This is an optimization exercise on Yosys and OpenROAD, whose aim is small area, not a production implementation. Function was checked by simulation only, so behaviour that the tests miss may differ from the original. Power figures rest on the tool's default switching activity, not on a simulated workload.

==> flow/design.v <==
`timescale 1ns / 1ps
module queue_non_fsm(
    clk,
    reset,
    data_in,
    write_to_stack,
    read_from_stack,
    stack_full,
    stack_empty,
    data_out
    );
    input  [7:0] data_in;
    input        clk,
                 reset,
                 write_to_stack,
                 read_from_stack;
    output       stack_full,
                 stack_empty;
    output [7:0] data_out;
    reg    [7:0] data_out;
    reg [7:0] mem [0:31];
    reg  [5:0] cn;
    wire [5:0] c = ~cn;
    assign stack_empty = c[5];
    assign stack_full  = ~c[5] & (&c[4:0]);
    wire wr, wrn, rd, rdn;
    nand2b g_wrn (.an(stack_full), .b(write_to_stack), .y(wrn));
    inv    g_wr  (.a(wrn), .y(wr));
    and3   g_rd  (.a(read_from_stack), .b(~c[5]), .c(wrn), .y(rd));
    nand3  g_rdn (.a(read_from_stack), .b(~c[5]), .c(wrn), .y(rdn));
    wire [32:0] sel;
    wire [4:0]  ci = ~c[4:0];
    wire [3:0]  lo_n;
    wire [7:0]  hi_n;
    genvar g;
    generate for (g = 0; g < 4; g = g + 1) begin : plo
        nand3 u (.a(rd), .b(g & 1 ? c[0] : ci[0]), .c(g & 2 ? c[1] : ci[1]), .y(lo_n[g]));
    end
    for (g = 0; g < 8; g = g + 1) begin : phi
        nand3 u (.a(g & 1 ? c[2] : ci[2]), .b(g & 2 ? c[3] : ci[3]), .c(g & 4 ? c[4] : ci[4]), .y(hi_n[g]));
    end
    for (g = 0; g < 32; g = g + 1) begin : dec
        nor2 u (.a(lo_n[g % 4]), .b(hi_n[g / 4]), .y(sel[g]));
    end endgenerate
    assign sel[32] = rdn;
    wire [7:0] rd_next;
    generate for (g = 0; g < 8; g = g + 1) begin : rbit
        wire [32:0] d;
        genvar k;
        for (k = 0; k < 32; k = k + 1) begin : dk
            assign d[k] = mem[k][g];
        end
        assign d[32] = data_out[g];
        wire [10:0] y;
        for (k = 0; k < 11; k = k + 1) begin : t
            aoi222 u (.a1(sel[3*k]),   .a2(d[3*k]),
                      .b1(sel[3*k+1]), .b2(d[3*k+1]),
                      .c1(sel[3*k+2]), .c2(d[3*k+2]), .y(y[k]));
        end
        wire p0, p1, p2;
        nand4 n0 (.a(y[0]), .b(y[1]), .c(y[2]),  .d(y[3]), .y(p0));
        nand4 n1 (.a(y[4]), .b(y[5]), .c(y[6]),  .d(y[7]), .y(p1));
        nand3 n2 (.a(y[8]), .b(y[9]), .c(y[10]),            .y(p2));
        assign rd_next[g] = p0 | p1 | p2;
    end endgenerate
    integer i;
    wire [7:0] mem_d [0:31];
    generate for (g = 0; g < 32; g = g + 1) begin : word
        genvar b;
        for (b = 0; b < 8; b = b + 1) begin : bits
            ao22 u (.a1(wr),  .a2(g == 0 ? data_in[b] : mem[g == 0 ? 0 : g-1][b]),
                    .b1(wrn), .b2(mem[g][b]), .y(mem_d[g][b]));
        end
    end endgenerate
    always @(posedge clk) begin
        for (i = 0; i < 32; i = i + 1) mem[i] <= mem_d[i];
    end
    always @(posedge clk or posedge reset) begin
        if (reset) begin
            cn       <= 6'b000000;
            data_out <= 8'b0;
        end else begin
            if (wr)      cn <= cn - 6'd1;
            else if (rd) cn <= cn + 6'd1;
            data_out <= rd_next;
        end
    end
endmodule
module aoi222(input a1, a2, b1, b2, c1, c2, output y);
    assign y = ~((a1 & a2) | (b1 & b2) | (c1 & c2));
endmodule
module ao22(input a1, a2, b1, b2, output y);
    assign y = (a1 & a2) | (b1 & b2);
endmodule
module nand4(input a, b, c, d, output y);
    assign y = ~(a & b & c & d);
endmodule
module nand3(input a, b, c, output y);
    assign y = ~(a & b & c);
endmodule
module nor2(input a, b, output y);
    assign y = ~(a | b);
endmodule
module nand2b(input an, b, output y);
    assign y = ~(~an & b);
endmodule
module inv(input a, output y);
    assign y = ~a;
endmodule
module and3(input a, b, c, output y);
    assign y = a & b & c;
endmodule
clock: 5.0 ns
lec_check: 0
cap_margin: 20
core_margin: 2
core_utilization: 60
slew_margin: 20
synth_hierarchical: 1
synth_minimum_keep_size: 0
standard.sh (not shown) runs the stock make flow with config.mk's settings and CLKGATE_MAP_FILE= SYNTH_SCRIPT=/design/flow/synth_recipe.tcl, a recipe that flattens the netlist after the stock synthesis.
==> flow/flow/run.sh <==
#!/bin/bash
# The standard ORFS layout (standard.sh, with its synthesis unchanged), with
# these changes to what it builds around the design:
#  - the port buffers are the smallest buffer, buf_1;
#  - clock tree synthesis drives the registers from clkbuf_4 in clusters of
#    up to 10 sinks, with clkbuf_2 above them in the tree, and inserts no
#    dummy loads. The tree is still built by CTS; no register is given a
#    skew of its own;
#  - the buffers ABC inserted are removed at floorplan; repair_design then
#    buffers what needs it.
# Each tool's full output is in the ORFS logs under orfs/logs; make's own
# output is in flow_make.log.
set -euo pipefail
export BUFFER_PORTS_ARGS="-buffer_cell sky130_fd_sc_hd__buf_1"
export CTS_ARGS="-sink_clustering_enable -repair_clock_nets -dont_use_dummy_load -buf_list sky130_fd_sc_hd__clkbuf_4 -root_buf sky130_fd_sc_hd__clkbuf_2 -tree_buf sky130_fd_sc_hd__clkbuf_2 -sink_clustering_size 10 -sink_clustering_max_diameter 60"
export REMOVE_ABC_BUFFERS=1
bash standard.sh > flow_make.log 2>&1
Change:
--- a/flow/design.v
+++ b/flow/design.v
@@ -21,8 +21,20 @@
     reg [7:0] mem [0:31];
     reg  [5:0] cn;
     wire [5:0] c = ~cn;
+    genvar g;
+    wire [5:1] a, z;
+    assign a[1] = c[0];
+    assign z[1] = cn[0];
+    nor2  g_a2 (.a(cn[0]), .b(cn[1]), .y(a[2]));
+    nor2  g_z2 (.a(c[0]),  .b(c[1]),  .y(z[2]));
+    and3  g_a3 (.a(c[0]),  .b(c[1]),  .c(c[2]),  .y(a[3]));
+    and3  g_z3 (.a(cn[0]), .b(cn[1]), .c(cn[2]), .y(z[3]));
+    and4  g_a4 (.a(c[0]),  .b(c[1]),  .c(c[2]),  .d(c[3]),  .y(a[4]));
+    and4  g_z4 (.a(cn[0]), .b(cn[1]), .c(cn[2]), .d(cn[3]), .y(z[4]));
+    and2  g_z5 (.a(z[4]), .b(cn[4]), .y(z[5]));
+    assign a[5] = c[5];
     assign stack_empty = c[5];
-    assign stack_full  = ~c[5] & (&c[4:0]);
+    and3  g_full (.a(cn[5]), .b(a[4]), .c(c[4]), .y(stack_full));
     wire wr, wrn, rd, rdn;
     nand2b g_wrn (.an(stack_full), .b(write_to_stack), .y(wrn));
     inv    g_wr  (.a(wrn), .y(wr));
@@ -32,12 +44,11 @@
     wire [4:0]  ci = ~c[4:0];
     wire [3:0]  lo_n;
     wire [7:0]  hi_n;
-    genvar g;
     generate for (g = 0; g < 4; g = g + 1) begin : plo
-        nand3 u (.a(rd), .b(g & 1 ? c[0] : ci[0]), .c(g & 2 ? c[1] : ci[1]), .y(lo_n[g]));
+        nand3 u (.a(rd), .b(((g & 1) != 0) ? c[0] : ci[0]), .c(((g & 2) != 0) ? c[1] : ci[1]), .y(lo_n[g]));
     end
     for (g = 0; g < 8; g = g + 1) begin : phi
-        nand3 u (.a(g & 1 ? c[2] : ci[2]), .b(g & 2 ? c[3] : ci[3]), .c(g & 4 ? c[4] : ci[4]), .y(hi_n[g]));
+        nand3 u (.a(((g & 1) != 0) ? c[2] : ci[2]), .b(((g & 2) != 0) ? c[3] : ci[3]), .c(((g & 4) != 0) ? c[4] : ci[4]), .y(hi_n[g]));
     end
     for (g = 0; g < 32; g = g + 1) begin : dec
         nor2 u (.a(lo_n[g % 4]), .b(hi_n[g / 4]), .y(sel[g]));
@@ -63,6 +74,15 @@
         nand3 n2 (.a(y[8]), .b(y[9]), .c(y[10]),            .y(p2));
         assign rd_next[g] = p0 | p1 | p2;
     end endgenerate
+    wire [5:1] t;
+    wire [5:0] cn_next;
+    wire       tn0;
+    nor2  g_t0 (.a(wr), .b(rd), .y(tn0));
+    xnor2 g_x0 (.a(cn[0]), .b(tn0), .y(cn_next[0]));
+    generate for (g = 1; g < 6; g = g + 1) begin : cnt
+        ao22 u (.a1(wr), .a2(a[g]), .b1(rd), .b2(z[g]), .y(t[g]));
+        xor2 x (.a(cn[g]), .b(t[g]), .y(cn_next[g]));
+    end endgenerate
     integer i;
     wire [7:0] mem_d [0:31];
     generate for (g = 0; g < 32; g = g + 1) begin : word
@@ -80,8 +100,7 @@
             cn       <= 6'b000000;
             data_out <= 8'b0;
         end else begin
-            if (wr)      cn <= cn - 6'd1;
-            else if (rd) cn <= cn + 6'd1;
+            cn       <= cn_next;
             data_out <= rd_next;
         end
     end
@@ -110,3 +129,15 @@
 module and3(input a, b, c, output y);
     assign y = a & b & c;
 endmodule
+module and4(input a, b, c, d, output y);
+    assign y = a & b & c & d;
+endmodule
+module and2(input a, b, output y);
+    assign y = a & b;
+endmodule
+module xnor2(input a, b, output y);
+    assign y = ~(a ^ b);
+endmodule
+module xor2(input a, b, output y);
+    assign y = a ^ b;
+endmodule
What happened: The new run produced a clean layout. First-iteration DRC count grows by about 4%. Count of clock-buffer cells in the layout stays the same. Total power grows by 5.9%. Cell count shrinks by 1.4%. Sequential share of layout area grows by 0.57 points. Routed wire length stays flat. Setup slack improves by 0.067 ns. Cell area shrinks by 1.0%. Area after synthesis shrinks by 1.1%. Fmax grows by 1.8%. Die area shrinks by 1.1%.

---

Another version of the RTL of queue_non_fsm (not shown whole).
Size in the first run: roughly 740 cells after synthesis, ~270 flip-flops, about 0.0093 mm2 of cells after synthesis.
==> module queue_non_fsm, before the edit <==
module queue_non_fsm(
    clk,
    reset,
    data_in,
    write_to_stack,
    read_from_stack,
    stack_full,
    stack_empty,
    data_out
    );
    input  [7:0] data_in;
    input        clk,
                 reset,
                 write_to_stack,
                 read_from_stack;
    output       stack_full,
                 stack_empty;
    output [7:0] data_out;
    reg    [7:0] data_out;
    reg [7:0] mem [0:31];
    reg  [5:0] cn;
    wire [5:0] c = ~cn;
    assign stack_empty = c[5];
    assign stack_full  = ~c[5] & (&c[4:0]);
    wire wr = write_to_stack & ~stack_full;
    wire rd = read_from_stack & ~stack_empty & ~wr;
    wire [32:0] sel;
    genvar g;
    generate for (g = 0; g < 32; g = g + 1) begin : dec
        assign sel[g] = rd & (c[4:0] == g);
    end endgenerate
    assign sel[32] = ~rd;
    wire [7:0] rd_next;
    generate for (g = 0; g < 8; g = g + 1) begin : rbit
        wire [32:0] d;
        genvar k;
        for (k = 0; k < 32; k = k + 1) begin : dk
            assign d[k] = mem[k][g];
        end
        assign d[32] = data_out[g];
        wire [10:0] y;
        for (k = 0; k < 11; k = k + 1) begin : t
            aoi222 u (.a1(sel[3*k]),   .a2(d[3*k]),
                      .b1(sel[3*k+1]), .b2(d[3*k+1]),
                      .c1(sel[3*k+2]), .c2(d[3*k+2]), .y(y[k]));
        end
        wire p0, p1, p2;
        nand4 n0 (.a(y[0]), .b(y[1]), .c(y[2]),  .d(y[3]), .y(p0));
        nand4 n1 (.a(y[4]), .b(y[5]), .c(y[6]),  .d(y[7]), .y(p1));
        nand3 n2 (.a(y[8]), .b(y[9]), .c(y[10]),            .y(p2));
        assign rd_next[g] = p0 | p1 | p2;
    end endgenerate
    integer i;
    wire wrn = ~wr;
    wire [7:0] mem_d [0:31];
    generate for (g = 0; g < 32; g = g + 1) begin : word
        genvar b;
        for (b = 0; b < 8; b = b + 1) begin : bits
            ao22 u (.a1(wr),  .a2(g == 0 ? data_in[b] : mem[g == 0 ? 0 : g-1][b]),
                    .b1(wrn), .b2(mem[g][b]), .y(mem_d[g][b]));
        end
    end endgenerate
    always @(posedge clk) begin
        for (i = 0; i < 32; i = i + 1) mem[i] <= mem_d[i];
    end
    always @(posedge clk or posedge reset) begin
        if (reset) begin
            cn       <= 6'b000000;
            data_out <= 8'b0;
        end else begin
            if (wr)      cn <= cn - 6'd1;
            else if (rd) cn <= cn + 6'd1;
            data_out <= rd_next;
        end
    end
endmodule
==> module ao22, before the edit <==
module ao22(input a1, a2, b1, b2, output y);
    assign y = (a1 & a2) | (b1 & b2);
endmodule
clock: 5.0 ns
lec_check: 0
cap_margin: 20
core_margin: 2
core_utilization: 60
slew_margin: 20
synth_hierarchical: 1
synth_minimum_keep_size: 0
==> flow/flow/run.sh <==
#!/bin/bash
# The standard ORFS layout (standard.sh, with its synthesis unchanged), with
# two changes to what it builds around the design:
#  - the port buffers are the smallest buffer, buf_1;
#  - clock tree synthesis uses clkbuf_8 only, clusters of up to 20 sinks,
#    and inserts no dummy loads. The tree is still built by CTS; no
#    register is given a skew of its own.
# Each tool's full output is in the ORFS logs under orfs/logs; make's own
# output is in flow_make.log.
set -euo pipefail
export BUFFER_PORTS_ARGS="-buffer_cell sky130_fd_sc_hd__buf_1"
export CTS_ARGS="-sink_clustering_enable -repair_clock_nets -dont_use_dummy_load -buf_list sky130_fd_sc_hd__clkbuf_8 -sink_clustering_size 20 -sink_clustering_max_diameter 50"
bash standard.sh > flow_make.log 2>&1
Edit:
--- a/flow/design.v
+++ b/flow/design.v
@@ -52,17 +52,11 @@
         assign rd_next[g] = p0 | p1 | p2;
     end endgenerate
     integer i;
-    wire wrn = ~wr;
-    wire [7:0] mem_d [0:31];
-    generate for (g = 0; g < 32; g = g + 1) begin : word
-        genvar b;
-        for (b = 0; b < 8; b = b + 1) begin : bits
-            ao22 u (.a1(wr),  .a2(g == 0 ? data_in[b] : mem[g == 0 ? 0 : g-1][b]),
-                    .b1(wrn), .b2(mem[g][b]), .y(mem_d[g][b]));
+    always @(posedge clk) begin
+        if (wr) begin
+            mem[0] <= data_in;
+            for (i = 1; i < 32; i = i + 1) mem[i] <= mem[i-1];
         end
-    end endgenerate
-    always @(posedge clk) begin
-        for (i = 0; i < 32; i = i + 1) mem[i] <= mem_d[i];
     end
     always @(posedge clk or posedge reset) begin
         if (reset) begin
@@ -78,9 +72,6 @@
 module aoi222(input a1, a2, b1, b2, c1, c2, output y);
     assign y = ~((a1 & a2) | (b1 & b2) | (c1 & c2));
 endmodule
-module ao22(input a1, a2, b1, b2, output y);
-    assign y = (a1 & a2) | (b1 & b2);
-endmodule
 module nand4(input a, b, c, d, output y);
     assign y = ~(a & b & c & d);
 endmodule
Result: Final cell count drops by a quarter to a third. Clock skew climbs by 0.0045 ns. Cell area climbs by a few percent. Setup slack improves by 0.67 ns. Maximum frequency climbs by a quarter to a third. Worst hold slack degrades by 0.034 ns. Via count drops by a quarter to a third. Area after synthesis climbs by a few percent. Sequential power drops by about a fifth. Routed wire length drops by about a fifth. Utilization stays flat. Combinational power drops by well over a third. Count of clock-buffer cells in the layout climbs by 2. Global-route usage drops by 5.5 points.

---

queue_non_fsm with an RTL version that a note above also has.
For scale: about 270 flip-flops, roughly 22 I/O pins, roughly 9600 µm² of cells after synthesis.
==> module queue_non_fsm, before the edit <==
module queue_non_fsm(
    clk,
    reset,
    data_in,
    write_to_stack,
    read_from_stack,
    stack_full,
    stack_empty,
    data_out
    );
    input  [7:0] data_in;
    input        clk,
                 reset,
                 write_to_stack,
                 read_from_stack;
    output       stack_full,
                 stack_empty;
    output [7:0] data_out;
    reg    [7:0] data_out;
    reg [7:0] mem [0:31];
    reg  [5:0] cn;
    wire [5:0] c = ~cn;
    assign stack_empty = c[5];
    assign stack_full  = ~c[5] & (&c[4:0]);
    wire wr = write_to_stack & ~stack_full;
    wire rd = read_from_stack & ~stack_empty & ~wr;
    wire [32:0] sel;
    genvar g;
    generate for (g = 0; g < 32; g = g + 1) begin : dec
        assign sel[g] = rd & (c[4:0] == g);
    end endgenerate
    assign sel[32] = ~rd;
    wire [7:0] rd_next;
    generate for (g = 0; g < 8; g = g + 1) begin : rbit
        wire [32:0] d;
        genvar k;
        for (k = 0; k < 32; k = k + 1) begin : dk
            assign d[k] = mem[k][g];
        end
        assign d[32] = data_out[g];
        wire [10:0] y;
        for (k = 0; k < 11; k = k + 1) begin : t
            aoi222 u (.a1(sel[3*k]),   .a2(d[3*k]),
                      .b1(sel[3*k+1]), .b2(d[3*k+1]),
                      .c1(sel[3*k+2]), .c2(d[3*k+2]), .y(y[k]));
        end
        wire p0, p1, p2;
        nand4 n0 (.a(y[0]), .b(y[1]), .c(y[2]),  .d(y[3]), .y(p0));
        nand4 n1 (.a(y[4]), .b(y[5]), .c(y[6]),  .d(y[7]), .y(p1));
        nand3 n2 (.a(y[8]), .b(y[9]), .c(y[10]),            .y(p2));
        assign rd_next[g] = p0 | p1 | p2;
    end endgenerate
    integer i;
    always @(posedge clk) begin
        if (wr) begin
            mem[0] <= data_in;
            for (i = 1; i < 32; i = i + 1) mem[i] <= mem[i-1];
        end
    end
    always @(posedge clk or posedge reset) begin
        if (reset) begin
            cn       <= 6'b000000;
            data_out <= 8'b0;
        end else begin
            if (wr)      cn <= cn - 6'd1;
            else if (rd) cn <= cn + 6'd1;
            data_out <= rd_next;
        end
    end
endmodule
==> flow/config.mk <==
export PLATFORM = sky130hd
export DESIGN_NAME = queue_non_fsm
export DESIGN_NICKNAME = queue_non_fsm
export VERILOG_FILES = /design/flow/design.v
export SDC_FILE = /design/flow/constraint.sdc
export NUM_CORES = 4
export LEC_CHECK = 0
export CAP_MARGIN = 20
export CORE_MARGIN = 2
export CORE_UTILIZATION = 60
export CTS_BUF_LIST = sky130_fd_sc_hd__clkbuf_8
export CTS_CLUSTER_DIAMETER = 50
export CTS_CLUSTER_SIZE = 20
export SLEW_MARGIN = 20
export SYNTH_HIERARCHICAL = 1
export SYNTH_MINIMUM_KEEP_SIZE = 0
==> flow/constraint.sdc <==
create_clock -name core_clock -period 5.0 [get_ports {clk}]
set_input_delay 1.0000 -clock core_clock [delete_from_list [all_inputs] [get_ports {clk}]]
set_output_delay 1.0000 -clock core_clock [all_outputs]
set_load 0.01 [all_outputs]
run.sh (not shown) runs the stock make flow with config.mk's settings and CLKGATE_MAP_FILE= SYNTH_SCRIPT=/design/flow/synth_recipe.tcl, a recipe that flattens the netlist after the stock synthesis.
Stock flow here: none of the scripts above is used.
==> next run, changes <==
--- a/flow/design.v
+++ b/flow/design.v
@@ -49,17 +49,23 @@
         nand4 n0 (.a(y[0]), .b(y[1]), .c(y[2]),  .d(y[3]), .y(p0));
         nand4 n1 (.a(y[4]), .b(y[5]), .c(y[6]),  .d(y[7]), .y(p1));
         nand3 n2 (.a(y[8]), .b(y[9]), .c(y[10]),            .y(p2));
         assign rd_next[g] = p0 | p1 | p2;
     end endgenerate
     integer i;
+    wire wrn = ~wr;
+    wire [7:0] mem_d [0:31];
+    generate for (g = 0; g < 32; g = g + 1) begin : word
+        genvar b;
+        for (b = 0; b < 8; b = b + 1) begin : bits
+            ao22 u (.a1(wr),  .a2(g == 0 ? data_in[b] : mem[g == 0 ? 0 : g-1][b]),
+                    .b1(wrn), .b2(mem[g][b]), .y(mem_d[g][b]));
+        end
+    end endgenerate
     always @(posedge clk) begin
-        if (wr) begin
-            mem[0] <= data_in;
-            for (i = 1; i < 32; i = i + 1) mem[i] <= mem[i-1];
-        end
+        for (i = 0; i < 32; i = i + 1) mem[i] <= mem_d[i];
     end
     always @(posedge clk or posedge reset) begin
         if (reset) begin
             cn       <= 6'b000000;
             data_out <= 8'b0;
         end else begin
@@ -69,12 +75,15 @@
         end
     end
 endmodule
 module aoi222(input a1, a2, b1, b2, c1, c2, output y);
     assign y = ~((a1 & a2) | (b1 & b2) | (c1 & c2));
 endmodule
+module ao22(input a1, a2, b1, b2, output y);
+    assign y = (a1 & a2) | (b1 & b2);
+endmodule
 module nand4(input a, b, c, d, output y);
     assign y = ~(a & b & c & d);
 endmodule
 module nand3(input a, b, c, output y);
     assign y = ~(a & b & c);
 endmodule
What happened:
- clock skew falls by 0.0077 ns
- setup slack loses 0.49 ns
- count of clock-buffer cells in the layout rises by 1
- global-route usage rises by 5.0 points
- clock power rises by about 6%
- worst hold slack gains 0.052 ns
- area after synthesis falls by 3.2%
- cell count rises by 30%
- power rises by 24%
- critical path depth rises by 5
- combinational power rises by 110%
- utilization rises by 0.52 points
- non-clock buffer count rises by 2
- sequential power rises by 16%

## afterwards: timing with drivers on the ports
How much do the figures lean on ideal ports? The routed layouts below were timed once more, with nothing changed but the port constraints. Step 1 (the two cells are an assumption about what drives the block):
set clk [get_ports {clk}]
set_driving_cell -lib_cell sky130_fd_sc_hd__clkbuf_16 $clk
set_driving_cell -lib_cell sky130_fd_sc_hd__buf_2 [delete_from_list [all_inputs] $clk]
Step 2 moves the port delays by t, midway between the first and last clock arrival at a register: inputs arrive t later, outputs are due t later. That takes back most of the time a late clock gives input paths. Slacks: ideal ports / drivers / drivers and shift; pairs: ideal ports / drivers.
| run | shift t [ns] | setup WS [ns] | worst hold slack (ns) |
|---|---|---|---|
| the first run of note 1 | 0.846 | 1.311 / 1.311 / 1.311 | 0.203 / 0.194 / 0.478 |
| the second run of note 1 | 0.859 | 1.378 / 1.378 / 1.378 | 0.205 / 0.184 / 0.492 |
| the first run of note 2 | 0.561 | 1.596 / 1.596 / 1.153 | 0.467 / 0.467 / 0.467 |
| the second run of note 2 | 0.549 | 2.267 / 2.276 / 1.727 | 0.433 / 0.433 / 0.433 |
| the first run of note 3 | 0.584 | 1.905 / 1.865 / 1.350 | 0.435 / 0.435 / 0.435 |
| the second run of note 3 | 0.579 | 1.412 / 1.428 / 0.848 | 0.487 / 0.487 / 0.487 |
After both steps every run listed still meets setup and hold. For the second run of note 3, which loses most, drivers alone change the setup slack by +0.016 ns; drivers and shift together by -0.564 ns.
